Source: an optimization exercise on an open RTL-to-GDS flow (aim: a short achievable clock period and few clock cycles). Production flows keep margins and buffers that such runs may drop.
In this exercise RTL edits were held to simulation tests only and were not proved equivalent to the original.
Power figures rest on the tool's default switching activity, not on a simulated workload.

--- flow/flow/run.sh ---
#!/bin/bash
set -euo pipefail
bash standard.sh SETUP_SLACK_MARGIN=6.2 finish > standard_flow.log 2>&1
--- flow/standard.sh ---
#!/bin/bash
# synth_recipe.tcl (not shown) runs the flow's synth.tcl, then flattens the netlist and writes it again
# the make line also repeats each setting of config.mk as NAME=value (left out here)
make -C /OpenROAD-flow-scripts/flow DESIGN_CONFIG=/design/flow/config.mk WORK_HOME=/design/flow/orfs CLKGATE_MAP_FILE= SYNTH_SCRIPT=/design/flow/synth_recipe.tcl "${@:-finish}"
--- flow/config.mk ---
export PLATFORM = sky130hd
export DESIGN_NAME = rvMagic
export DESIGN_NICKNAME = rvMagic
export VERILOG_FILES = /design/flow/design.v
export SDC_FILE = /design/flow/constraint.sdc
export NUM_CORES = 4
export LEC_CHECK = 0
export ABC_CLOCK_PERIOD_IN_PS = 1500
export CAP_MARGIN = 20
export CORE_MARGIN = 2
export CORE_UTILIZATION = 40
export SETUP_SLACK_MARGIN = 5
export SLEW_MARGIN = 20
--- flow/constraint.sdc ---
create_clock -name core_clock -period 10.0 [get_ports {clk}]
set_input_delay 2.0000 -clock core_clock [delete_from_list [all_inputs] [get_ports {clk}]]
set_output_delay 2.0000 -clock core_clock [all_outputs]
set_load 0.01 [all_outputs]
--- flow/design.v ---
module register(clk, rst_n, clr, en, d, q);
	parameter NB = 32;
	input clk, rst_n, clr, en;
	input [NB-1:0] d;
	output logic [NB-1:0] q;
	always_ff @(posedge clk, negedge rst_n) begin
		if (rst_n == 0)
			q <= 0;
		else 
			if (clr == 1)
				q <= 0;
			else 
				if (en == 1)
					q <= d;
		end
endmodule
module mux2(in0, in1, sel, out);
   parameter NB = 32;  
   input [NB-1:0] in0, in1;
   input sel;
   output logic [NB-1:0] out;
   assign out = sel ? in1 : in0;
endmodule
module mux3(in0, in1, in2, sel, out);
   parameter NB = 32;  
   input [NB-1:0] in0, in1, in2;
   input [1:0] sel;
   output logic [NB-1:0] out;
   always_comb begin
      case(sel)
         2'b00: out = in0;
         2'b01: out = in1;
         2'b10: out = in2;
         default: out = in0;  
      endcase
   end
endmodule
module rf
(
    input clk, regWrite, rst_n,
    input [5-1:0] readAddr0, readAddr1, writeAddr,
    input [32-1:0] dataIn,
    output logic [32-1:0] dataOut0, dataOut1
);
    localparam REGS = 1 << 5;  
    logic [32-1:0] regs [0:REGS-1];
    always_comb begin
        if (!readAddr0) dataOut0 = 0;
        else if ((readAddr0 == writeAddr) && regWrite) dataOut0 = dataIn;
        else dataOut0 = regs[readAddr0];
        if (!readAddr1) dataOut1 = 0;
        else if ((readAddr1 == writeAddr) && regWrite) dataOut1 = dataIn;
        else dataOut1 = regs[readAddr1];
    end
    always @ (posedge clk or negedge rst_n) begin
    	if (rst_n == 0) begin
    		for (integer i = 0; i < REGS; i++) begin
    			regs[i] <= 32'b0;
    		end
    	end
    	else if (regWrite && (writeAddr != 0)) regs[writeAddr] <= dataIn;
    end
endmodule
module hdu (
    input [5-1:0] ifidRs1, ifidRs2, idexRd,
    input ifidMemWrite, idexMemRead, branchOrJump,
    output logic stall_n, flushIdEx, flushIfIdExMem
);
    always_comb begin
        if (branchOrJump) 
            {stall_n, flushIdEx, flushIfIdExMem} = 3'b111;
        else if (idexMemRead && (idexRd != 0) && !ifidMemWrite && ((idexRd == ifidRs1) || (idexRd == ifidRs2)))
            {stall_n, flushIdEx, flushIfIdExMem} = 3'b010;
        else 
            {stall_n, flushIdEx, flushIfIdExMem} = 3'b100;
    end
endmodule
module fwu (
    input [5-1:0] idexRs1, idexRs2, exmemRs1, exmemRs2, exmemRd, memwbRd,
    input exmemRegWrite, exmemMemWrite, memwbRegWrite, memwbMemToReg,
    output logic [1:0] fwdA, fwdB,
    output logic fwdWriteData, fwdWriteAddr
);
    always_comb begin
        if (exmemRegWrite && (exmemRd != 0) && (exmemRd == idexRs1)) 
            fwdA = 2'b10;  
        else if (memwbRegWrite && (memwbRd != 0) && (memwbRd == idexRs1)) 
            fwdA = 2'b01;  
        else
            fwdA = 2'b00;  
        if (exmemRegWrite && (exmemRd != 0) && (exmemRd == idexRs2)) 
            fwdB = 2'b10;  
        else if (memwbRegWrite && (memwbRd != 0) && (memwbRd == idexRs2)) 
            fwdB = 2'b01;  
        else
            fwdB = 2'b00;  
        if (memwbMemToReg && exmemMemWrite && (memwbRd != 0) && (memwbRd == exmemRs2))
            fwdWriteData = 1;  
        else 
            fwdWriteData = 0;  
        if (memwbMemToReg && exmemMemWrite && (memwbRd != 0) && (memwbRd == exmemRs1))
            fwdWriteAddr = 1;  
        else 
            fwdWriteAddr = 0;  
    end
endmodule
module next_addr_sel_cu (
	input branchIn, compResult, 
	input jumpIn, jalrIn,
	output jalrOut, jumpOrBranch
);
	logic branchTaken;
	assign jalrOut = jalrIn;
	assign branchTaken = branchIn & compResult;
	assign jumpOrBranch = jumpIn | branchTaken;
endmodule
module immgen
(
    input [32-1:0] instruction,
    input [3-1:0] imm_type,  
    output logic [32-1:0] immediate
);
    always_comb begin
        case(imm_type)
            3'b110 :
            begin
                immediate[0] = instruction[20];
                immediate[1+:4] = instruction[21+:4];
                immediate[5+:6] = instruction[25+:6];
                for (int i = 0; i < 21; i++)
                    immediate[11+i] = instruction[31];
            end
            3'b001 :
            begin
                immediate[0] = instruction[7];
                immediate[1+:4] = instruction[8+:4];
                immediate[5+:6] = instruction[25+:6];
                for (int i = 0; i < 21; i++)
                    immediate[11+i] = instruction[31];
            end
            3'b010 :
            begin
                immediate[0+:4] = instruction[8+:4];
                immediate[4+:6] = instruction[25+:6];
                immediate[10] = instruction[7];
                for (int i = 0; i < 21; i++)
                    immediate[11+i] = instruction[31];
            end
            3'b011 :
            begin
                for (int i = 0; i < 12; i++)
                immediate[i] = 0;
                immediate[12+:8] = instruction[12+:8];
                immediate[20+:11] = instruction[20+:11];
                immediate[31] = instruction[31];
            end
            3'b100 :
            begin
                immediate[0+:4] = instruction[21+:4];
                immediate[4+:6] = instruction[25+:6];
                immediate[10] = instruction[20];
                immediate[11+:8] = instruction[12+:8];
                for (int i = 0; i < 13; i++)
                    immediate[19+i] = instruction[31];
            end
            default: immediate = 0;
        endcase
    end
endmodule
module alu (
    input [32-1:0] a, b,
    input [4-1:0] ctl,
    output logic [32-1:0] out
);
    always_comb begin
        case (ctl)
            4'h0:    out = a + b;
            4'h1:    out = a - b;
            4'h2:    out = a & b;
            4'h3:     out = a | b;
            4'h4:    out = a ^ b;
            4'h5:    out = a << b[5 - 1:0];
            4'h6:    out = a >> b[5 - 1:0];
            4'h7:    out = $signed(a) >>> b[5 - 1:0];
            4'h8:    out = a == b ? 1 : 0;
            4'h9:    out = a != b ? 1 : 0;
            4'hA:    out = $signed(a) < $signed(b) ? 1 : 0;
            4'hB:    out = $signed(a) >= $signed(b) ? 1 : 0;
            4'hC:   out = a < b ? 1 : 0;
            4'hD:   out = a >= b ? 1 : 0;
            4'hE:    out = b;
            default: out = 0;  
        endcase
    end
endmodule
module alu_decoder (
    input [6:0] opcode,
    input [2:0] funct3,
    input [6:0] funct7,
    output logic [4-1:0] ctl
);
    always_comb begin
        case (opcode)
            7'b0000011, 7'b0100011, 7'b0010111: ctl = 4'h0;
            7'b0110111: ctl = 4'hE;
            7'b1100011: 
                case (funct3)
                    0:    ctl = 4'h8;
                    1:    ctl = 4'h9;
                    4:    ctl = 4'hA;
                    5:    ctl = 4'hB;
                    6:   ctl = 4'hC;
                    7:   ctl = 4'hD;
                    default: ctl = 4'h0;  
                endcase
            7'b0110011, 7'b0010011:
                case (funct3)
                    0:    
                        ctl = (opcode == 7'b0110011 && funct7[5]) ? 
                        4'h1 : 4'h0;
                    1:        ctl = 4'h5;
                    2:        ctl = 4'hA;
                    3:       ctl = 4'hC;
                    4:        ctl = 4'h4;
                    5:    ctl = funct7[5] ? 4'h7 : 4'h6;
                    6:         ctl = 4'h3;
                    7:        ctl = 4'h2;
                    default: ctl = 4'h0;                
                    endcase
            default: ctl = 0;
        endcase
    end
endmodule
module cu
(
    input [32-1:0] instruction,   
    output logic [3-1:0] imm_type,  
    output logic D_MEM_write, D_MEM_read,  
    output logic [2-1:0] D_MEM_mode,
    output logic RF_write,  
    output logic RS1_PC_ALU_SRC_MUX_sel,  
    output logic RS2_IMM_ALU_SRC_MUX_sel,  
    output logic DMEM_ALU_WB_MUX_sel,  
    output logic branch, jump, jalr  
);
    always_comb begin
        imm_type = 3'b000;
        D_MEM_write = 0;
        D_MEM_read = 0;
        D_MEM_mode = 2'b00;
        RF_write = 0;
        RS1_PC_ALU_SRC_MUX_sel = 0;
        RS2_IMM_ALU_SRC_MUX_sel = 0;
        DMEM_ALU_WB_MUX_sel = 0;
        branch = 0;
        jump = 0;
        jalr = 0;
        if (instruction[0+:7] == 7'b0110111)
        begin
            imm_type = 3'b011;
            DMEM_ALU_WB_MUX_sel = 0;  
            RF_write = 1;
            RS2_IMM_ALU_SRC_MUX_sel = 1;  
        end
        else if (instruction[0+:7] == 7'b0010111)
        begin
            imm_type = 3'b011;
            RF_write = 1;
            RS1_PC_ALU_SRC_MUX_sel = 1;  
            RS2_IMM_ALU_SRC_MUX_sel = 1;  
        end
        else if (instruction[0+:7] == 7'b1101111)
        begin
            imm_type = 3'b100;
            RF_write = 1;
            jump = 1;
        end
        else if (instruction[0+:7] == 7'b1100111 && instruction[12+:3] == 3'b000)
        begin
            imm_type = 3'b110;
            RS2_IMM_ALU_SRC_MUX_sel = 1;
            RF_write = 1;
            jump = 1;
            jalr = 1;
        end
        else if (instruction[0+:7] == 7'b1100011 && instruction[12+:3] == 3'b000)
        begin
            imm_type = 3'b010;
            branch = 1;
        end
        else if (instruction[0+:7] == 7'b1100011 && instruction[12+:3] == 3'b001)
        begin
            imm_type = 3'b010;
            branch = 1;
        end
        else if (instruction[0+:7] == 7'b1100011 && instruction[12+:3] == 3'b100)
        begin
            imm_type = 3'b010;
            branch = 1;
        end
        else if (instruction[0+:7] == 7'b1100011 && instruction[12+:3] == 3'b101)
        begin
            imm_type = 3'b010;
            branch = 1;
        end
        else if (instruction[0+:7] == 7'b1100011 && instruction[12+:3] == 3'b110)
        begin
            imm_type = 3'b010;
            branch = 1;
        end
        else if (instruction[0+:7] == 7'b1100011 && instruction[12+:3] == 3'b111)
        begin
            imm_type = 3'b010;
            branch = 1;
        end
        else if (instruction[0+:7] == 7'b0000011 && instruction[12+:3] == 3'b000)
        begin
            imm_type = 3'b110;
            RS2_IMM_ALU_SRC_MUX_sel = 1;  
            DMEM_ALU_WB_MUX_sel = 1;  
            D_MEM_read = 1;
            D_MEM_mode = 2'b00;
            RF_write = 1;
        end
        else if (instruction[0+:7] == 7'b0000011 && instruction[12+:3] == 3'b001)
        begin
            imm_type = 3'b110;
            RS2_IMM_ALU_SRC_MUX_sel = 1;  
            DMEM_ALU_WB_MUX_sel = 1;  
            D_MEM_read = 1;
            D_MEM_mode = 2'b01;
            RF_write = 1;
        end
        else if (instruction[0+:7] == 7'b0000011 && instruction[12+:3] == 3'b010)
        begin
            imm_type = 3'b110;
            RS2_IMM_ALU_SRC_MUX_sel = 1;  
            DMEM_ALU_WB_MUX_sel = 1;  
            D_MEM_read = 1;
            D_MEM_mode = 2'b10;
            RF_write = 1;
        end
        else if (instruction[0+:7] == 7'b0000011 && instruction[12+:3] == 3'b100)
        begin
            imm_type = 3'b110;
            RS2_IMM_ALU_SRC_MUX_sel = 1;  
            DMEM_ALU_WB_MUX_sel = 1;  
            D_MEM_read = 1;
            D_MEM_mode = 2'b00;
            RF_write = 1;
        end
        else if (instruction[0+:7] == 7'b0000011 && instruction[12+:3] == 3'b101)
        begin
            imm_type = 3'b110;
            RS2_IMM_ALU_SRC_MUX_sel = 1;  
            DMEM_ALU_WB_MUX_sel = 1;  
            D_MEM_read = 1;
            D_MEM_mode = 2'b01;
            RF_write = 1;
        end
        else if (instruction[0+:7] == 7'b0100011 && instruction[12+:3] == 3'b000)
        begin
            imm_type = 3'b001;
            RS2_IMM_ALU_SRC_MUX_sel = 1;  
            D_MEM_write = 1;
            D_MEM_mode = 2'b00;
        end
        else if (instruction[0+:7] == 7'b0100011 && instruction[12+:3] == 3'b001)
        begin
            imm_type = 3'b001;
            RS2_IMM_ALU_SRC_MUX_sel = 1;  
            D_MEM_write = 1;
            D_MEM_mode = 2'b01;
        end
        else if (instruction[0+:7] == 7'b0100011 && instruction[12+:3] == 3'b010)
        begin
            imm_type = 3'b001;
            RS2_IMM_ALU_SRC_MUX_sel = 1;  
            D_MEM_write = 1;
            D_MEM_mode = 2'b10;
        end
        else if (instruction[0+:7] == 7'b0010011 && instruction[12+:3] == 3'b000)
        begin
            imm_type = 3'b110;
            RF_write = 1;
            RS2_IMM_ALU_SRC_MUX_sel = 1;  
            DMEM_ALU_WB_MUX_sel = 0;  
        end
        else if (instruction[0+:7] == 7'b0010011 && instruction[12+:3] == 3'b010)
        begin
            imm_type = 3'b110;
            RF_write = 1;
            RS2_IMM_ALU_SRC_MUX_sel = 1;  
            DMEM_ALU_WB_MUX_sel = 0;  
        end
        else if (instruction[0+:7] == 7'b0010011 && instruction[12+:3] == 3'b011)
        begin
            imm_type = 3'b110;
            RF_write = 1;
            RS2_IMM_ALU_SRC_MUX_sel = 1;  
            DMEM_ALU_WB_MUX_sel = 0;  
        end
        else if (instruction[0+:7] == 7'b0010011 && instruction[12+:3] == 3'b100)
        begin
            imm_type = 3'b110;
            RF_write = 1;
            RS2_IMM_ALU_SRC_MUX_sel = 1;  
            DMEM_ALU_WB_MUX_sel = 0;  
        end
        else if (instruction[0+:7] == 7'b0010011 && instruction[12+:3] == 3'b110)
        begin
            imm_type = 3'b110;
            RF_write = 1;
            RS2_IMM_ALU_SRC_MUX_sel = 1;  
            DMEM_ALU_WB_MUX_sel = 0;  
        end
        else if (instruction[0+:7] == 7'b0010011 && instruction[12+:3] == 3'b111)
        begin
            imm_type = 3'b110;
            RF_write = 1;
            RS2_IMM_ALU_SRC_MUX_sel = 1;  
            DMEM_ALU_WB_MUX_sel = 0;  
        end
        else if (instruction[0+:7] == 7'b0010011 && instruction[12+:3] == 3'b001 && instruction[25+:7] == 7'b0000000)
        begin
            imm_type = 3'b110;
            RF_write = 1;
            RS2_IMM_ALU_SRC_MUX_sel = 1;  
            DMEM_ALU_WB_MUX_sel = 0;  
        end
        else if (instruction[0+:7] == 7'b0010011 && instruction[12+:3] == 3'b101 && instruction[25+:7] == 7'b0000000)
        begin
            imm_type = 3'b110;
            RF_write = 1;
            RS2_IMM_ALU_SRC_MUX_sel = 1;  
            DMEM_ALU_WB_MUX_sel = 0;  
        end
        else if (instruction[0+:7] == 7'b0010011 && instruction[12+:3] == 3'b101 && instruction[25+:7] == 7'b0100000)
        begin
            imm_type = 3'b110;
            RF_write = 1;
            RS2_IMM_ALU_SRC_MUX_sel = 1;  
            DMEM_ALU_WB_MUX_sel = 0;  
        end
        else if (instruction[0+:7] == 7'b0110011 && instruction[12+:3] == 3'b000 && instruction[25+:7] == 7'b0000000)
        begin
            imm_type = 3'b101;
            RF_write = 1;
            RS2_IMM_ALU_SRC_MUX_sel = 0;  
            DMEM_ALU_WB_MUX_sel = 0;  
        end
        else if (instruction[0+:7] == 7'b0110011 && instruction[12+:3] == 3'b000 && instruction[25+:7] == 7'b0100000)
        begin
            imm_type = 3'b101;
            RF_write = 1;
            RS2_IMM_ALU_SRC_MUX_sel = 0;  
            DMEM_ALU_WB_MUX_sel = 0;  
        end
        else if (instruction[0+:7] == 7'b0110011 && instruction[12+:3] == 3'b001 && instruction[25+:7] == 7'b0000000)
        begin
            imm_type = 3'b101;
            RF_write = 1;
            RS2_IMM_ALU_SRC_MUX_sel = 0;  
            DMEM_ALU_WB_MUX_sel = 0;  
        end
        else if (instruction[0+:7] == 7'b0110011 && instruction[12+:3] == 3'b010 && instruction[25+:7] == 7'b0000000)
        begin
            imm_type = 3'b101;
            RF_write = 1;
            RS2_IMM_ALU_SRC_MUX_sel = 0;  
            DMEM_ALU_WB_MUX_sel = 0;  
        end
        else if (instruction[0+:7] == 7'b0110011 && instruction[12+:3] == 3'b011 && instruction[25+:7] == 7'b0000000)
        begin
            imm_type = 3'b101;
            RF_write = 1;
            RS2_IMM_ALU_SRC_MUX_sel = 0;  
            DMEM_ALU_WB_MUX_sel = 0;  
        end
        else if (instruction[0+:7] == 7'b0110011 && instruction[12+:3] == 3'b100 && instruction[25+:7] == 7'b0000000)
        begin
            imm_type = 3'b101;
            RF_write = 1;
            RS2_IMM_ALU_SRC_MUX_sel = 0;  
            DMEM_ALU_WB_MUX_sel = 0;  
        end
        else if (instruction[0+:7] == 7'b0110011 && instruction[12+:3] == 3'b101 && instruction[25+:7] == 7'b0000000)
        begin
            imm_type = 3'b101;
            RF_write = 1;
            RS2_IMM_ALU_SRC_MUX_sel = 0;  
            DMEM_ALU_WB_MUX_sel = 0;  
        end
        else if (instruction[0+:7] == 7'b0110011 && instruction[12+:3] == 3'b101 && instruction[25+:7] == 7'b0100000)
        begin
            imm_type = 3'b101;
            RF_write = 1;
            RS2_IMM_ALU_SRC_MUX_sel = 0;  
            DMEM_ALU_WB_MUX_sel = 0;  
        end
        else if (instruction[0+:7] == 7'b0110011 && instruction[12+:3] == 3'b110 && instruction[25+:7] == 7'b0000000)
        begin
            imm_type = 3'b101;
            RF_write = 1;
            RS2_IMM_ALU_SRC_MUX_sel = 0;  
            DMEM_ALU_WB_MUX_sel = 0;  
        end
        else if (instruction[0+:7] == 7'b0110011 && instruction[12+:3] == 3'b111 && instruction[25+:7] == 7'b0000000)
        begin
            imm_type = 3'b101;
            RF_write = 1;
            RS2_IMM_ALU_SRC_MUX_sel = 0;  
            DMEM_ALU_WB_MUX_sel = 0;  
        end
    end
endmodule
module rv_ksadd #(parameter W = 32) (
    input  [W-1:0] a, b,
    input          ci,
    output [W-1:0] s,
    output         co
);
    logic [W-1:0] g [0:6];
    logic [W-1:0] p [0:6];
    wire  [W-1:0] p0 = a ^ b;
    always_comb begin
        g[0] = a & b;
        p[0] = p0;
        g[0][0] = (a[0] & b[0]) | (p0[0] & ci);
        for (int k = 1; k <= 6; k++) begin
            for (int i = 0; i < W; i++) begin
                if (i >= (1 << (k - 1))) begin
                    g[k][i] = g[k-1][i] | (p[k-1][i] & g[k-1][i - (1 << (k - 1))]);
                    p[k][i] = p[k-1][i] & p[k-1][i - (1 << (k - 1))];
                end else begin
                    g[k][i] = g[k-1][i];
                    p[k][i] = p[k-1][i];
                end
            end
        end
    end
    assign s  = p0 ^ {g[6][W-2:0], ci};
    assign co = g[6][W-1];
endmodule
module rvMagic (
    input clk, rst_n,
    output [31:0] I_MEM_addr,
    output I_MEM_memRead,
    input [31:0] I_MEM_dataOut,
    output [31:0] D_MEM_addr,
    output [31:0] D_MEM_dataIn,
    output D_MEM_memRead, D_MEM_memWrite,
    output [1:0] D_MEM_memMode,
    input [31:0] D_MEM_dataOut
);
    localparam BTBW   = 3;
    localparam NBTB   = 1 << BTBW;
    localparam [6:0] OP_LUI    = 7'b0110111,
                     OP_AUIPC  = 7'b0010111,
                     OP_JAL    = 7'b1101111,
                     OP_JALR   = 7'b1100111,
                     OP_BRANCH = 7'b1100011,
                     OP_LOAD   = 7'b0000011,
                     OP_STORE  = 7'b0100011,
                     OP_IMM    = 7'b0010011,
                     OP_OP     = 7'b0110011;
    localparam S_ADD = 0, S_AND = 1, S_OR = 2, S_XOR = 3, S_SLL = 4, S_SR = 5,
               S_SLT = 6, S_SLTU = 7, S_B = 8, S_LINK = 9, NSEL = 10;
    logic [31:0] pc_f;           
    logic [31:0] pc_d;           
    logic        d_valid;        
    logic        use_hold;       
    logic [31:0] hold_instr;
    logic        d_btb;          
    logic [29:0] d_btb_tgt;
    logic [BTBW-1:0] d_btb_idx, e_btb_idx, x_idx;
    logic x_inval, x_alloc, e_back;
    logic a_req, a_ret;
    logic [29:0] a_pc, a_tgt;
    logic [29:0] x_pc, x_tgt;
    logic        e_valid;
    logic [31:0] e_pc, e_link, e_btarget, e_imm;
    logic [31:0] e_rs1v, e_rs2v;
    logic [4:0]  e_rd;
    logic        e_regwrite, e_load, e_store, e_branch, e_jalr, e_jal, e_auipc;
    logic        e_pred_taken, e_imm4, e_late, e_fused, e_btb;
    logic [29:0] e_btb_tgt, e_rtgt;
    logic        e_beq, e_bne, e_blt, e_bge, e_bltu, e_bgeu;
    logic [NSEL-1:0] e_sel;
    logic        e_sub, e_sra, e_a_pc, e_b_imm;
    logic        e_fa_m, e_fa_w, e_fa_r;    
    logic        e_fb_m, e_fb_w, e_fb_r;    
    logic        e_fs_m, e_fs_w, e_fs_l, e_fs_r;    
    logic        ea_m, ea_w, ea_l, ea_r, eb_m, eb_w, eb_l, eb_r;    
    logic        k_eq, k_ne, k_lt, k_ge, k_ltu, k_geu, x_flush;
    logic [1:0]  e_mode;
    logic [31:0] au_val;         
    logic        m_regwrite, m_load, m_late;
    logic [4:0]  m_rd;
    logic [31:0] m_res;
    logic        m_rd_o, m_wr_o;
    logic [1:0]  m_mode_o;
    logic [31:0] m_addr_o, m_data_o;
    logic        w_regwrite, w_load;
    logic [4:0]  w_rd;
    logic [31:0] w_res;
    logic [31:0] regs [1:31];
    logic [31:0] ras [0:3];
    logic [3:0]  ras_v;
    logic [1:0]  ras_p;
    wire  [31:0] ras_top = ras[ras_p];
    logic [NBTB-1:0] btb_v;
    logic [29:0]     btb_tag [0:NBTB-1];
    logic [29:0]     btb_dst [0:NBTB-1];
    logic [NBTB-1:0] btb_ret;    
    logic [BTBW-1:0] btb_rr;
    logic            btb_hit;
    logic [29:0]     btb_tgt;
    logic [BTBW-1:0] btb_idx;
    always_comb begin
        btb_hit = 1'b0;
        btb_tgt = 30'd0;
        btb_idx = '0;
        for (int i = 0; i < NBTB; i++) begin
            if (btb_v[i] && btb_tag[i] == pc_f[31:2] && (!btb_ret[i] || ras_v[ras_p])) begin
                btb_hit = 1'b1;
                btb_idx = btb_idx | i[BTBW-1:0];
                btb_tgt = btb_tgt | (btb_ret[i] ? ras_top[31:2] : btb_dst[i]);
            end
        end
    end
    wire [31:0] instr = use_hold ? hold_instr : I_MEM_dataOut;
    wire [6:0]  opc   = instr[6:0];
    wire [4:0]  d_rd  = instr[11:7];
    wire [2:0]  d_f3  = instr[14:12];
    wire [4:0]  d_rs1 = instr[19:15];
    wire [4:0]  d_rs2 = instr[24:20];
    wire d_is_lui    = opc == OP_LUI;
    wire d_is_auipc  = opc == OP_AUIPC;
    wire d_is_jal    = opc == OP_JAL;
    wire d_is_jalr   = opc == OP_JALR;
    wire d_is_branch = opc == OP_BRANCH;
    wire d_is_load   = opc == OP_LOAD;
    wire d_is_store  = opc == OP_STORE;
    wire d_is_imm    = opc == OP_IMM;
    wire d_is_op     = opc == OP_OP;
    wire d_use1 = d_is_jalr | d_is_branch | d_is_load | d_is_store | d_is_imm | d_is_op;
    wire d_use2 = d_is_branch | d_is_store | d_is_op;
    wire d_use2_alu = d_is_branch | d_is_op;         
    wire d_writes = d_is_lui | d_is_auipc | d_is_jal | d_is_jalr | d_is_load | d_is_imm | d_is_op;
    wire [31:0] imm_i = {{21{instr[31]}}, instr[30:20]};
    wire [31:0] imm_s = {{21{instr[31]}}, instr[30:25], instr[11:7]};
    wire [31:0] imm_b = {{20{instr[31]}}, instr[7], instr[30:25], instr[11:8], 1'b0};
    wire [31:0] imm_u = {instr[31:12], 12'b0};
    wire [31:0] imm_j = {{12{instr[31]}}, instr[19:12], instr[20], instr[30:21], 1'b0};
    logic [31:0] d_imm;
    always_comb begin
        if (d_is_store)                 d_imm = imm_s;
        else if (d_is_lui | d_is_auipc) d_imm = imm_u;
        else                            d_imm = imm_i;
    end
    wire [31:0] d_link = pc_d + 32'd4;
    wire [18:0] pc_h13   = pc_d[31:13];
    wire [18:0] pc_h13p  = pc_d[31:13] + 19'd1;
    wire [18:0] pc_h13m  = pc_d[31:13] - 19'd1;
    wire [13:0] br_lo;
    rv_ksadd #(13) u_br (.a(pc_d[12:0]), .b(imm_b[12:0]), .ci(1'b0), .s(br_lo[12:0]), .co(br_lo[13]));
    wire [18:0] br_hi    = instr[31] ? (br_lo[13] ? pc_h13 : pc_h13m)
                                     : (br_lo[13] ? pc_h13p : pc_h13);
    wire [31:0] t_br     = {br_hi, br_lo[12:0]};
    wire [10:0] pc_h21   = pc_d[31:21];
    wire [10:0] pc_h21p  = pc_d[31:21] + 11'd1;
    wire [10:0] pc_h21m  = pc_d[31:21] - 11'd1;
    wire [21:0] jl_lo;
    rv_ksadd #(21) u_jl (.a(pc_d[20:0]), .b(imm_j[20:0]), .ci(1'b0), .s(jl_lo[20:0]), .co(jl_lo[21]));
    wire [10:0] jl_hi    = instr[31] ? (jl_lo[21] ? pc_h21 : pc_h21m)
                                     : (jl_lo[21] ? pc_h21p : pc_h21);
    wire [31:0] t_jal    = {jl_hi, jl_lo[20:0]};
    wire [19:0] au_h12   = au_val[31:12];
    wire [19:0] au_h12p  = au_val[31:12] + 20'd1;
    wire [19:0] au_h12m  = au_val[31:12] - 20'd1;
    wire [12:0] fu_lo;
    rv_ksadd #(12) u_fu (.a(au_val[11:0]), .b(imm_i[11:0]), .ci(1'b0), .s(fu_lo[11:0]), .co(fu_lo[12]));
    wire [19:0] fu_hi    = instr[31] ? (fu_lo[12] ? au_h12 : au_h12m)
                                     : (fu_lo[12] ? au_h12p : au_h12);
    wire [31:0] t_fu     = {fu_hi, fu_lo[11:1], 1'b0};
    wire d_rd_link  = (d_rd == 5'd1) | (d_rd == 5'd5);
    wire d_rs1_link = (d_rs1 == 5'd1) | (d_rs1 == 5'd5);
    wire d_is_call  = (d_is_jal | d_is_jalr) & d_rd_link;
    wire d_is_ret   = d_is_jalr & d_rs1_link & (d_rd == 5'd0) & (instr[31:20] == 12'd0);
    wire d_ret_pred = d_is_ret & ras_v[ras_p];
    wire d_fused    = d_is_jalr & e_valid & e_auipc & (e_rd == d_rs1) & (d_rs1 != 5'd0);
    wire [31:0] d_target = instr[2] ? (instr[3] ? t_jal : d_fused ? t_fu : ras_top) : t_br;
    wire        d_pred_taken = d_is_jal | (d_is_branch & instr[31]) | d_ret_pred | d_fused;
    logic [NSEL-1:0] d_sel;
    logic d_sub, d_sra;
    always_comb begin
        d_sel = '0;
        d_sub = 1'b0;
        d_sra = instr[30];
        if (d_is_op | d_is_imm) begin
            case (d_f3)
                3'b000: begin d_sel[S_ADD] = 1'b1; d_sub = d_is_op & instr[30]; end
                3'b001: d_sel[S_SLL] = 1'b1;
                3'b010: begin d_sel[S_SLT] = 1'b1; d_sub = 1'b1; end
                3'b011: begin d_sel[S_SLTU] = 1'b1; d_sub = 1'b1; end
                3'b100: d_sel[S_XOR] = 1'b1;
                3'b101: d_sel[S_SR] = 1'b1;
                3'b110: d_sel[S_OR] = 1'b1;
                3'b111: d_sel[S_AND] = 1'b1;
            endcase
        end else if (d_is_lui)
            d_sel[S_B] = 1'b1;
        else if (d_is_jal | d_is_jalr)
            d_sel[S_LINK] = 1'b1;
        else
            d_sel[S_ADD] = 1'b1;
    end
    wire [31:0] w_data = w_load ? D_MEM_dataOut : w_res;
    wire        w_we   = w_regwrite & (w_rd != 5'd0);
    logic [31:0] d_rs1v, d_rs2v;
    always_comb begin
        if (d_rs1 == 5'd0)                 d_rs1v = 32'd0;
        else if (w_we && (w_rd == d_rs1))  d_rs1v = w_data;
        else                               d_rs1v = regs[d_rs1];
        if (d_rs2 == 5'd0)                 d_rs2v = 32'd0;
        else if (w_we && (w_rd == d_rs2))  d_rs2v = w_data;
        else                               d_rs2v = regs[d_rs2];
    end
    wire e_wr_nz = e_valid & e_regwrite & (e_rd != 5'd0);
    wire m_wr_nz = m_regwrite & (m_rd != 5'd0);
    wire hit_e1 = e_wr_nz & (e_rd == d_rs1);
    wire hit_e2 = e_wr_nz & (e_rd == d_rs2);
    wire hit_m1 = m_wr_nz & (m_rd == d_rs1);
    wire hit_m2 = m_wr_nz & (m_rd == d_rs2);
    wire d_late = d_is_store & e_load & hit_e2 & ~hit_e1;
    wire d_hazard = (e_load & ((hit_e1 & d_use1) | (hit_e2 & d_use2 & ~d_late))) |
                    (e_late & (d_is_load | d_is_store)) |
                    (m_load & ((hit_m1 & (d_is_branch | d_is_jalr)) | (hit_m2 & d_is_branch)));
    wire d_btb_kind = d_is_jal | d_is_branch | d_is_ret;
    wire d_stall    = d_valid & d_hazard;
    wire d_redir    = d_valid & ~d_hazard & (d_btb ? ~d_btb_kind : d_pred_taken);
    wire [31:0] d_next = d_pred_taken ? d_target : d_link;
    wire [31:0] fa = ({32{e_fa_m}} & m_res) | ({32{e_fa_w}} & w_res) | ({32{e_fa_r}} & e_rs1v);
    wire [31:0] fb = ({32{e_fb_m}} & m_res) | ({32{e_fb_w}} & w_res) | ({32{e_fb_r}} & e_rs2v);
    wire [31:0] e_sd = ({32{e_fs_m}} & m_res) | ({32{e_fs_w}} & w_res) |
                       ({32{e_fs_l}} & D_MEM_dataOut) | ({32{e_fs_r}} & e_rs2v);
    wire [31:0] ca = fa;
    wire [31:0] cb = fb;
    wire [31:0] e_a = ({32{e_a_pc}} & e_pc) | ({32{ea_m}} & m_res) | ({32{ea_w}} & w_res) |
                      ({32{ea_l}} & D_MEM_dataOut) | ({32{ea_r}} & e_rs1v);
    wire [31:0] e_b = ({32{e_b_imm}} & e_imm) | ({32{eb_m}} & m_res) | ({32{eb_w}} & w_res) |
                      ({32{eb_l}} & D_MEM_dataOut) | ({32{eb_r}} & e_rs2v);
    wire [32:0] asum = {1'b0, e_a} + {1'b0, e_b ^ {32{e_sub}}} + {32'd0, e_sub};
    wire [31:0] sum  = asum[31:0];
    wire ltu = ~asum[32];
    wire lt  = (e_a[31] ^ e_b[31]) ? e_a[31] : asum[31];
    wire [4:0] shamt = e_b[4:0];
    wire [31:0] shl = e_a << shamt;
    wire [31:0] shr = $signed({e_sra & e_a[31], e_a}) >>> shamt;
    wire [31:0] e_res = ({32{e_sel[S_ADD]}}  & sum) |
                        ({32{e_sel[S_AND]}}  & (e_a & e_b)) |
                        ({32{e_sel[S_OR]}}   & (e_a | e_b)) |
                        ({32{e_sel[S_XOR]}}  & (e_a ^ e_b)) |
                        ({32{e_sel[S_SLL]}}  & shl) |
                        ({32{e_sel[S_SR]}}   & shr) |
                        ({32{e_sel[S_SLT]}}  & {31'd0, lt}) |
                        ({32{e_sel[S_SLTU]}} & {31'd0, ltu}) |
                        ({32{e_sel[S_B]}}    & e_b) |
                        ({32{e_sel[S_LINK]}} & e_link);
    wire [32:0] cdiff;
    wire        cdiff_co;
    rv_ksadd #(32) u_cmp (.a(ca), .b(~cb), .ci(1'b1), .s(cdiff[31:0]), .co(cdiff_co));
    assign cdiff[32] = ~cdiff_co;
    wire c_eq  = ca == cb;
    wire c_ltu = cdiff[32];
    wire c_lt  = (ca[31] ^ cb[31]) ? ca[31] : cdiff[32];
    wire c_taken = (e_beq & c_eq) | (e_bne & ~c_eq) | (e_blt & c_lt) | (e_bge & ~c_lt) |
                   (e_bltu & c_ltu) | (e_bgeu & ~c_ltu);
    wire [31:0] jsum;
    wire        jsum_co;
    rv_ksadd #(32) u_jsum (.a(ca), .b(e_imm), .ci(1'b0), .s(jsum), .co(jsum_co));
    wire e_btb_bad = e_btb & (e_btb_tgt != e_btarget[31:2]);
    wire e_redirect = e_valid & (
        (e_jalr & ~(e_pred_taken & (e_fused | ((ca[31:2] == e_rtgt) & ~ca[1])))) |
        (c_eq & k_eq) | (~c_eq & k_ne) | (c_lt & k_lt) | (~c_lt & k_ge) |
        (c_ltu & k_ltu) | (~c_ltu & k_geu) |
        e_btb_bad);
    wire [31:0] e_target = e_jalr ? {jsum[31:1], 1'b0} :
                           e_btb_bad ? e_pc :
                           e_pred_taken ? e_link : e_btarget;
    wire d_go = d_valid & ~d_hazard & ~e_redirect;
    wire d_ok   = d_valid & ~d_hazard;
    wire s_jal  = d_ok & ~d_btb & d_is_jal;
    wire s_br   = d_ok & ~d_btb & d_is_branch & instr[31];
    wire s_fu   = d_ok & d_fused & ~(d_btb & d_is_ret);
    wire s_ras  = d_ok & ~d_btb & d_ret_pred & ~d_fused;
    wire s_link = d_ok & d_btb & ~d_btb_kind & ~d_fused;
    wire s_seq  = ~d_stall & ~s_jal & ~s_br & ~s_fu & ~s_ras & ~s_link;
    wire [31:0] pc_inc = pc_f + 32'd4;
    wire [31:0] pc_dsel = ({32{d_stall}} & pc_f) |
                          ({32{s_jal}} & t_jal) |
                          ({32{s_br}} & t_br) |
                          ({32{s_fu}} & t_fu) |
                          ({32{s_ras}} & ras_top) |
                          ({32{s_link}} & d_link) |
                          ({32{s_seq & btb_hit}} & {btb_tgt, 2'b00}) |
                          ({32{s_seq & ~btb_hit}} & pc_inc);
    wire [31:0] pc_next = e_redirect ? e_target : pc_dsel;
    always_ff @(posedge clk or negedge rst_n) begin
        if (!rst_n) begin
            pc_f     <= 32'd0;
            d_valid  <= 1'b0;
            use_hold <= 1'b0;
        end else begin
            pc_f     <= pc_next;
            d_valid  <= ~e_redirect & ~d_redir;
            use_hold <= ~e_redirect & d_stall;
        end
    end
    always_ff @(posedge clk) begin
        if (!d_stall) begin
            pc_d      <= pc_f;
            d_btb     <= btb_hit;
            d_btb_tgt <= btb_tgt;
            d_btb_idx <= btb_idx;
        end
        if (~use_hold) hold_instr <= I_MEM_dataOut;
    end
    always_ff @(posedge clk or negedge rst_n) begin
        if (!rst_n) begin
            ras_v <= 4'd0;
            ras_p <= 2'd0;
        end else if (d_go & d_is_call) begin
            ras_p        <= ras_p + 2'd1;
            ras_v[ras_p + 2'd1] <= 1'b1;
        end else if (d_go & d_is_ret) begin
            ras_p        <= ras_p - 2'd1;
            ras_v[ras_p] <= 1'b0;
        end
    end
    always_ff @(posedge clk) begin
        if (d_valid & d_is_call) ras[ras_p + 2'd1] <= d_link;
    end
    wire btb_alloc = d_valid & ~d_hazard & ~d_btb & d_btb_kind & d_pred_taken;
    always_ff @(posedge clk or negedge rst_n) begin
        if (!rst_n) begin
            btb_v  <= '0;
            btb_rr <= '0;
        end else begin
            if (a_req) begin
                btb_v[btb_rr] <= 1'b1;
                btb_rr        <= btb_rr + 1'b1;
            end else if (x_alloc) begin
                btb_v[btb_rr] <= 1'b1;
                btb_rr        <= btb_rr + 1'b1;
            end
            if (x_inval) btb_v[x_idx] <= 1'b0;
            if (x_flush) btb_v <= '0;
        end
    end
    always_ff @(posedge clk or negedge rst_n) begin
        if (!rst_n) begin
            x_inval <= 1'b0;
            x_alloc <= 1'b0;
            x_flush <= 1'b0;
        end else begin
            x_inval <= e_valid & e_branch & e_btb & ~c_taken & ~e_back;
            x_flush <= e_valid & e_btb_bad;
            x_alloc <= e_valid & e_branch & ~e_btb & c_taken & ~e_back & ~e_imm4;
        end
    end
    always_ff @(posedge clk or negedge rst_n) begin
        if (!rst_n) a_req <= 1'b0;
        else        a_req <= btb_alloc;
    end
    always_ff @(posedge clk) begin
        a_pc  <= pc_d[31:2];
        a_tgt <= d_target[31:2];
        a_ret <= d_is_ret;
    end
    always_ff @(posedge clk) begin
        x_idx <= e_btb_idx;
        x_pc  <= e_pc[31:2];
        x_tgt <= e_btarget[31:2];
    end
    always_ff @(posedge clk) begin
        if (a_req) begin
            btb_tag[btb_rr] <= a_pc;
            btb_ret[btb_rr] <= a_ret;
            btb_dst[btb_rr] <= a_tgt;
        end else if (x_alloc) begin
            btb_tag[btb_rr] <= x_pc;
            btb_ret[btb_rr] <= 1'b0;
            btb_dst[btb_rr] <= x_tgt;
        end
    end
    always_ff @(posedge clk or negedge rst_n) begin
        if (!rst_n) begin
            e_valid    <= 1'b0;
            e_regwrite <= 1'b0;
            e_load     <= 1'b0;
            e_store    <= 1'b0;
            e_branch   <= 1'b0;
            e_jalr     <= 1'b0;
            e_jal      <= 1'b0;
            e_late     <= 1'b0;
            e_auipc    <= 1'b0;
        end else begin
            e_valid    <= d_go;
            e_regwrite <= d_go & d_writes;
            e_load     <= d_go & d_is_load;
            e_store    <= d_go & d_is_store;
            e_branch   <= d_go & d_is_branch;
            e_jalr     <= d_go & d_is_jalr;
            e_jal      <= d_go & d_is_jal;
            e_late     <= d_go & d_late;
            e_auipc    <= d_go & d_is_auipc;
        end
    end
    wire d_rs2_alu = d_is_op | d_is_branch;
    wire d_br_p  = d_pred_taken | (d_btb & d_btb_kind);
    wire d_br_nt = ~d_br_p & (imm_b != 32'd4);
    wire d_cmp1 = d_is_branch | d_is_jalr;
    wire ld_m1 = hit_m1 & m_load;
    wire ld_m2 = hit_m2 & m_load;
    always_ff @(posedge clk) begin
        e_pc         <= pc_d;
        e_link       <= d_link;
        au_val       <= pc_d + imm_u;
        e_fused      <= d_fused;
        e_btb        <= d_btb & (d_is_jal | d_is_branch);
        e_btb_tgt    <= d_btb_tgt;
        e_btb_idx    <= d_btb_idx;
        e_btarget    <= instr[2] ? (instr[3] ? t_jal : t_fu) : t_br;
        e_rtgt       <= d_btb ? d_btb_tgt : ras_top[31:2];
        e_pred_taken <= d_pred_taken | (d_btb & d_btb_kind);
        e_imm        <= d_imm;
        e_imm4       <= imm_b == 32'd4;
        e_back       <= instr[31];
        e_rs1v       <= d_rs1v;
        e_rs2v       <= d_rs2v;
        e_rd         <= d_rd;
        e_mode       <= d_f3[1:0];
        e_beq        <= d_f3 == 3'b000;
        e_bne        <= d_f3 == 3'b001;
        e_blt        <= d_f3 == 3'b100;
        e_bge        <= d_f3 == 3'b101;
        e_bltu       <= d_f3 == 3'b110;
        e_bgeu       <= d_f3 == 3'b111;
        e_sel        <= d_sel;
        e_sub        <= d_sub;
        e_sra        <= d_sra;
        e_a_pc       <= d_is_auipc;
        e_b_imm      <= ~(d_is_op | d_is_branch);
        e_fa_m       <= d_cmp1 & hit_e1;
        e_fa_w       <= d_cmp1 & ~hit_e1 & hit_m1;
        e_fa_r       <= d_cmp1 & ~hit_e1 & ~hit_m1;
        e_fb_m       <= d_is_branch & hit_e2;
        e_fb_w       <= d_is_branch & ~hit_e2 & hit_m2;
        e_fb_r       <= d_is_branch & ~hit_e2 & ~hit_m2;
        ea_m         <= ~d_is_auipc & hit_e1;
        ea_l         <= ~d_is_auipc & ~hit_e1 & ld_m1;
        ea_w         <= ~d_is_auipc & ~hit_e1 & ~ld_m1 & hit_m1;
        ea_r         <= ~d_is_auipc & ~hit_e1 & ~hit_m1;
        eb_m         <= d_rs2_alu & hit_e2;
        eb_l         <= d_rs2_alu & ~hit_e2 & ld_m2;
        eb_w         <= d_rs2_alu & ~hit_e2 & ~ld_m2 & hit_m2;
        eb_r         <= d_rs2_alu & ~hit_e2 & ~hit_m2;
        k_eq         <= d_is_branch & ((d_f3 == 3'b000) ? d_br_nt : (d_f3 == 3'b001) & d_br_p);
        k_ne         <= d_is_branch & ((d_f3 == 3'b001) ? d_br_nt : (d_f3 == 3'b000) & d_br_p);
        k_lt         <= d_is_branch & ((d_f3 == 3'b100) ? d_br_nt : (d_f3 == 3'b101) & d_br_p);
        k_ge         <= d_is_branch & ((d_f3 == 3'b101) ? d_br_nt : (d_f3 == 3'b100) & d_br_p);
        k_ltu        <= d_is_branch & ((d_f3 == 3'b110) ? d_br_nt : (d_f3 == 3'b111) & d_br_p);
        k_geu        <= d_is_branch & ((d_f3 == 3'b111) ? d_br_nt : (d_f3 == 3'b110) & d_br_p);
        e_fs_m       <= d_is_store & hit_e2;
        e_fs_l       <= d_is_store & ~hit_e2 & ld_m2;
        e_fs_w       <= d_is_store & ~hit_e2 & ~ld_m2 & hit_m2;
        e_fs_r       <= d_is_store & ~hit_e2 & ~hit_m2;
    end
    always_ff @(posedge clk or negedge rst_n) begin
        if (!rst_n) begin
            m_regwrite <= 1'b0;
            m_load     <= 1'b0;
            m_rd_o     <= 1'b0;
            m_wr_o     <= 1'b0;
            m_late     <= 1'b0;
        end else begin
            m_regwrite <= e_regwrite;
            m_load     <= e_load;
            m_rd_o     <= e_load;
            m_wr_o     <= (e_store & ~e_late) | m_late;
            m_late     <= e_late;
        end
    end
    always_ff @(posedge clk) begin
        m_rd  <= e_rd;
        m_res <= e_res;
        if (e_load | e_store) begin
            m_addr_o <= sum;
            m_mode_o <= e_mode;
        end
        if (m_late) m_data_o <= D_MEM_dataOut;
        else if (e_store) m_data_o <= e_sd;
    end
    always_ff @(posedge clk or negedge rst_n) begin
        if (!rst_n) begin
            w_regwrite <= 1'b0;
            w_load     <= 1'b0;
        end else begin
            w_regwrite <= m_regwrite;
            w_load     <= m_load;
        end
    end
    always_ff @(posedge clk) begin
        w_rd  <= m_rd;
        w_res <= m_res;
    end
    always_ff @(posedge clk or negedge rst_n) begin
        if (!rst_n) begin
            for (int i = 1; i < 32; i++) regs[i] <= 32'd0;
        end else if (w_we) begin
            regs[w_rd] <= w_data;
        end
    end
    assign I_MEM_addr     = pc_f;
    assign I_MEM_memRead  = 1'b1;
    assign D_MEM_addr     = m_addr_o;
    assign D_MEM_dataIn   = m_data_o;
    assign D_MEM_memRead  = m_rd_o;
    assign D_MEM_memWrite = m_wr_o;
    assign D_MEM_memMode  = m_mode_o;
endmodule
==> summary.txt <==
final cells by class:
class                      count  area [um2]  area share [%]
timing repair buffer        1320       14600            9.89
antenna                       44         110          0.0745
tap                         3762        4710            3.19
inverter                     201         925           0.626
clock inverter               114        1350           0.914
multi-input combinational   8183       58900            39.9
sequential                  2328       59400            40.2
clock buffer                 365        7610            5.15
timing repair inverter         7        75.1          0.0508
critical path, stage by stage (launching register included):
cell,delay (ns)
dfxtp_4,0.35
buf_12,0.15
a222oi_1,0.68
ha_4,0.31
a211o_1,0.26
o211ai_1,0.12
a31oi_1,0.12
or4_4,0.48
a221oi_4,0.33
a21boi_2,0.11
o41a_4,0.55
buf_12,0.16
or2_4,0.30
nor2_8,0.17
a21boi_2,0.07
a211o_1,0.23
synth_stat cells, types with 15 or more instances:
master / n
a211oi_1: 89
a21o_1: 58
a21oi_1: 974
a221o_1: 34
a221oi_1: 270
a222oi_1: 231
a22o_1: 220
a22oi_1: 491
a31oi_1: 29
and2_1: 27
and3_1: 57
buf_1: 87
buf_2: 63
clkbuf_1: 780
dfrtp_1: 1061
dfxtp_1: 519
edfxtp_1: 748
ha_1: 226
inv_1: 192
mux2_2: 51
mux2i_1: 346
mux4_2: 32
nand2_1: 1294
nand2b_1: 33
nand3_1: 222
nand4_1: 248
nor2_1: 1228
nor2b_1: 37
nor3_1: 102
nor3b_1: 16
nor4_1: 62
o2111ai_1: 15
o211ai_1: 63
o21a_1: 33
o21ai_0: 687
o21bai_1: 18
o22ai_1: 98
o32a_1: 36
or2_2: 33
or3_1: 31
xnor2_1: 432
xor2_1: 133
metrics by stage:
step | area [um2] | hold slack (ns) | utilization [%] | setup slack [ns]
finish | 148000 | 0.330 | 51.7 | 5.45
global route | 148000 | 0.334 | 51.7 | 5.43
CTS | 142000 | 0.329 | 49.8 | 5.52
detailed placement | 123000 | 0.315 | 43.1 | 2.65
global placement | 123000 | 0.317 | 43.1 | 2.57
floorplan | 118000 | 0.310 | - | 4.77
cell families after synthesis:
logic type,count (synthesis),synth area share (%)
buf+inv,1141,3.84
compound gates,3489,20.4
other cells,1,0.00326
fa+ha+maj,232,2.56
simple gates,3449,13.1
xor+xnor,565,4.30
mux,436,4.23
flops,2328,51.6
flip-flops by register name (all words and copies together) (netlist names), 128 cells and up:
register  count
regs        992
btb_dst     240
btb_tag     240
ras         128
cell usage in the layout (no fill, tap or decap), types with 58 or more instances in the layout:
cell type,n
a211oi_1,73
a21o_1,58
a21oi_1,867
a21oi_2,73
a221oi_1,114
a221oi_2,152
a222oi_1,231
a22o_1,220
a22oi_1,443
buf_12,184
buf_4,739
buf_6,139
clkbuf_16,299
dfrtp_1,1049
dfxtp_1,507
dlygate4sd2_1,86
edfxtp_1,748
ha_1,182
inv_1,162
mux2i_1,289
nand2_1,1224
nand3_1,187
nand4_1,248
nor2_1,1094
nor2_4,99
nor3_1,63
o211ai_1,63
o21ai_0,607
o22ai_1,93
xnor2_1,385
xor2_1,112
worst max-delay path by stage:
stage | end | cells past startpoint
floorplan | m_addr_o[30]$_DFFE_PP_ | 18
global placement | m_addr_o[30]$_DFFE_PP_ | 20
detailed placement | m_addr_o[30]$_DFFE_PP_ | 20
CTS | pc_f[21]$_DFF_PN0_ | 12
global route | ras_v[3]$_DFFE_PN0P_ | 15
finish | ras_v[2]$_DFFE_PN0P_ | 15
power groups by stage:
stage / Clock, uW / Combinational, uW / Sequential (uW)
after floorplan: 0 / 4590 / 12200
after global placement: 0 / 7800 / 13200
after detailed placement: 0 / 7860 / 13200
after CTS: 10300 / 9180 / 13100
after global routing: 10700 / 10500 / 13200
final: 10300 / 10300 / 13300
repair_timing:
action	in CTS	in global routing
resized for setup	1334	536
pin swaps	332	303
endpoints found under the setup margin	572	385
hold buffers	0	0
buffers inserted	549	249
cloned	41	23
layer usage:
metal	up-vias	global-route usage [%]	share of wire, %
li1	44489	-	-
met1	54804	51.2	35
met2	10504	57.6	39
met3	3239	16.6	15
met4	63	32.4	10
met5	-	0.279	0.13
==> flow_summary.ini <==
[run_status]
status = finished clean

[pwr]
fin_total_pwr_uw = 33900
p_comb_share_pct = 30.3
p_int_uw = 20900
pwr-share-seq_pct = 39.2
powerDensity_nw_per_um2 = 229
p_sw_share_pct = 38.4
p_switching_uw = 13000
pwr-share-clk_pct = 30.4
power_leakage_uw = 0.0577
ir_drop_uv = 164

[timing]
finalHoldViolCount = 0
finalSetupViolCount = 0
rsz0062_at_grt = true
finalCritPeriodShare_pct = 45.5
layout_min_cycle_time_ns = 4.55
finClkSkew_ns = 0.0803
relSlewSlack_pct = 12.6
slew_violations = 0
tightest_slew_ns = 1.31
setup_tns_ns = 0
max_freq_mhz = 220

[grt]
grt_pass1_wl_um = 851000
grt_antenna_before_repair = 70
grt_usage_pct = 41.6
grt_max_degree = 177
grt_pass1_vias = 103806
grt_overflow = 0

[logic_synthesis]
syn_area_um2 = 115000
synth-async-reset-ratio_pct = 45.6
yosysTopAreaCellShare_pct = 23.1
synth_ff_type = dfrtp_1
synth-seq-cells = 2328
synth.distinct_cells = 104
synthesis.nets = 11939
synth-edff-count = 748
synth_largest_area_cell = dfrtp_1
yosys-top-cells-area = dfrtp_1 (23%), edfxtp_1 (20%), dfxtp_1 (9.0%)
yosys_warnings = 14
yosysSeqAreaShare_pct = 51.6
syn_avg_cell_area_um2 = 9.89
syn_inst = 11641

[route]
detail_route.first_pass.iterations = 15
wl_per_cell_um = 39.5
ant_nets = 0
drtIter0Drc = 23370
wirelength_um = 644000
vias = 113099
drt-vias-per-instance = 6.93
remaining_drc_errors = 0

[critical_path]
ff2ff_setup_slack_ns = 5.45
crit_fanout = 12
reg2reg_depth = 15
r2r_end = ras_v[2]$_DFFE_PN0P_
worstPathRequired_ns = 10.79
reg2reg_from = e_fb_m$_DFF_P_
end_kind = flip-flop
crit_type = reg -> reg
cp-start-kind = flip-flop
startpoint = e_fb_m$_DFF_P_
cp_data_arrival_time_ns = 5.33

[floorplanning]
rows = 196
start_util_pct = 40.3
die_h_um = 540
io_pins = 167
die_x_um = 540
dieArea_um2 = 292000
core_area_um2 = 286000

[finish]
stdcell_count = 16324
drive_gt1_share_pct = 22.7
syn2layout_area_growth_pct = 28.4
fillers = 25095
fin_nets = 12603

[clock_network]
cts-htree-levels = 5
cts_buffer_depth = 4
clk_pin_slew_ns = 0.06
clkSinkCount = 2328
cts_tree = yes
cts_root_buf = clkbuf_16
clkLatencyLatePin_ns = 0.96
cts_inserted_buffers = 264

[placement]
dpl.hpwl_um = 388000
globalplace.congestion = 1.03
dp.cells = 14928
portBuffers = 165

[min_path]
hold_path.class = reg -> reg
hold_depth = 0
hold_end = x_idx[2]$_DFF_P_
hold_start = e_btb_idx[2]$_DFF_P_

[flow_run]
maxCapViolCount = 0
Testbench counts, summed over its fixed seeds: cycles 59,952.

## what the ideal ports hide
No port has a modelled driver above. Below, the same layout with a new extraction and two added sets of constraints.
Step 1, drivers: a clkbuf_16 drives clk and a buf_2 each remaining input, both assumed.
Step 2 adds t to the input delays and takes it off the output delays; t is the mean of the earliest and latest rising clock arrival at the registers after step 1. Input paths then give back, and output paths get back, about the clock's delay inside the block.
Slacks: ideal / step 1 / step 2; pairs: ideal / step 1.
shift t [ns]: 1.031
setup slack, ns: 5.453 / 5.453 / 4.472
latest minus earliest clock arrival (ns): 0.084 / 0.084
After both steps setup and hold are still met in this run. The setup slack of this run moves by 0.000 ns with the drivers and by -0.981 ns with both steps.
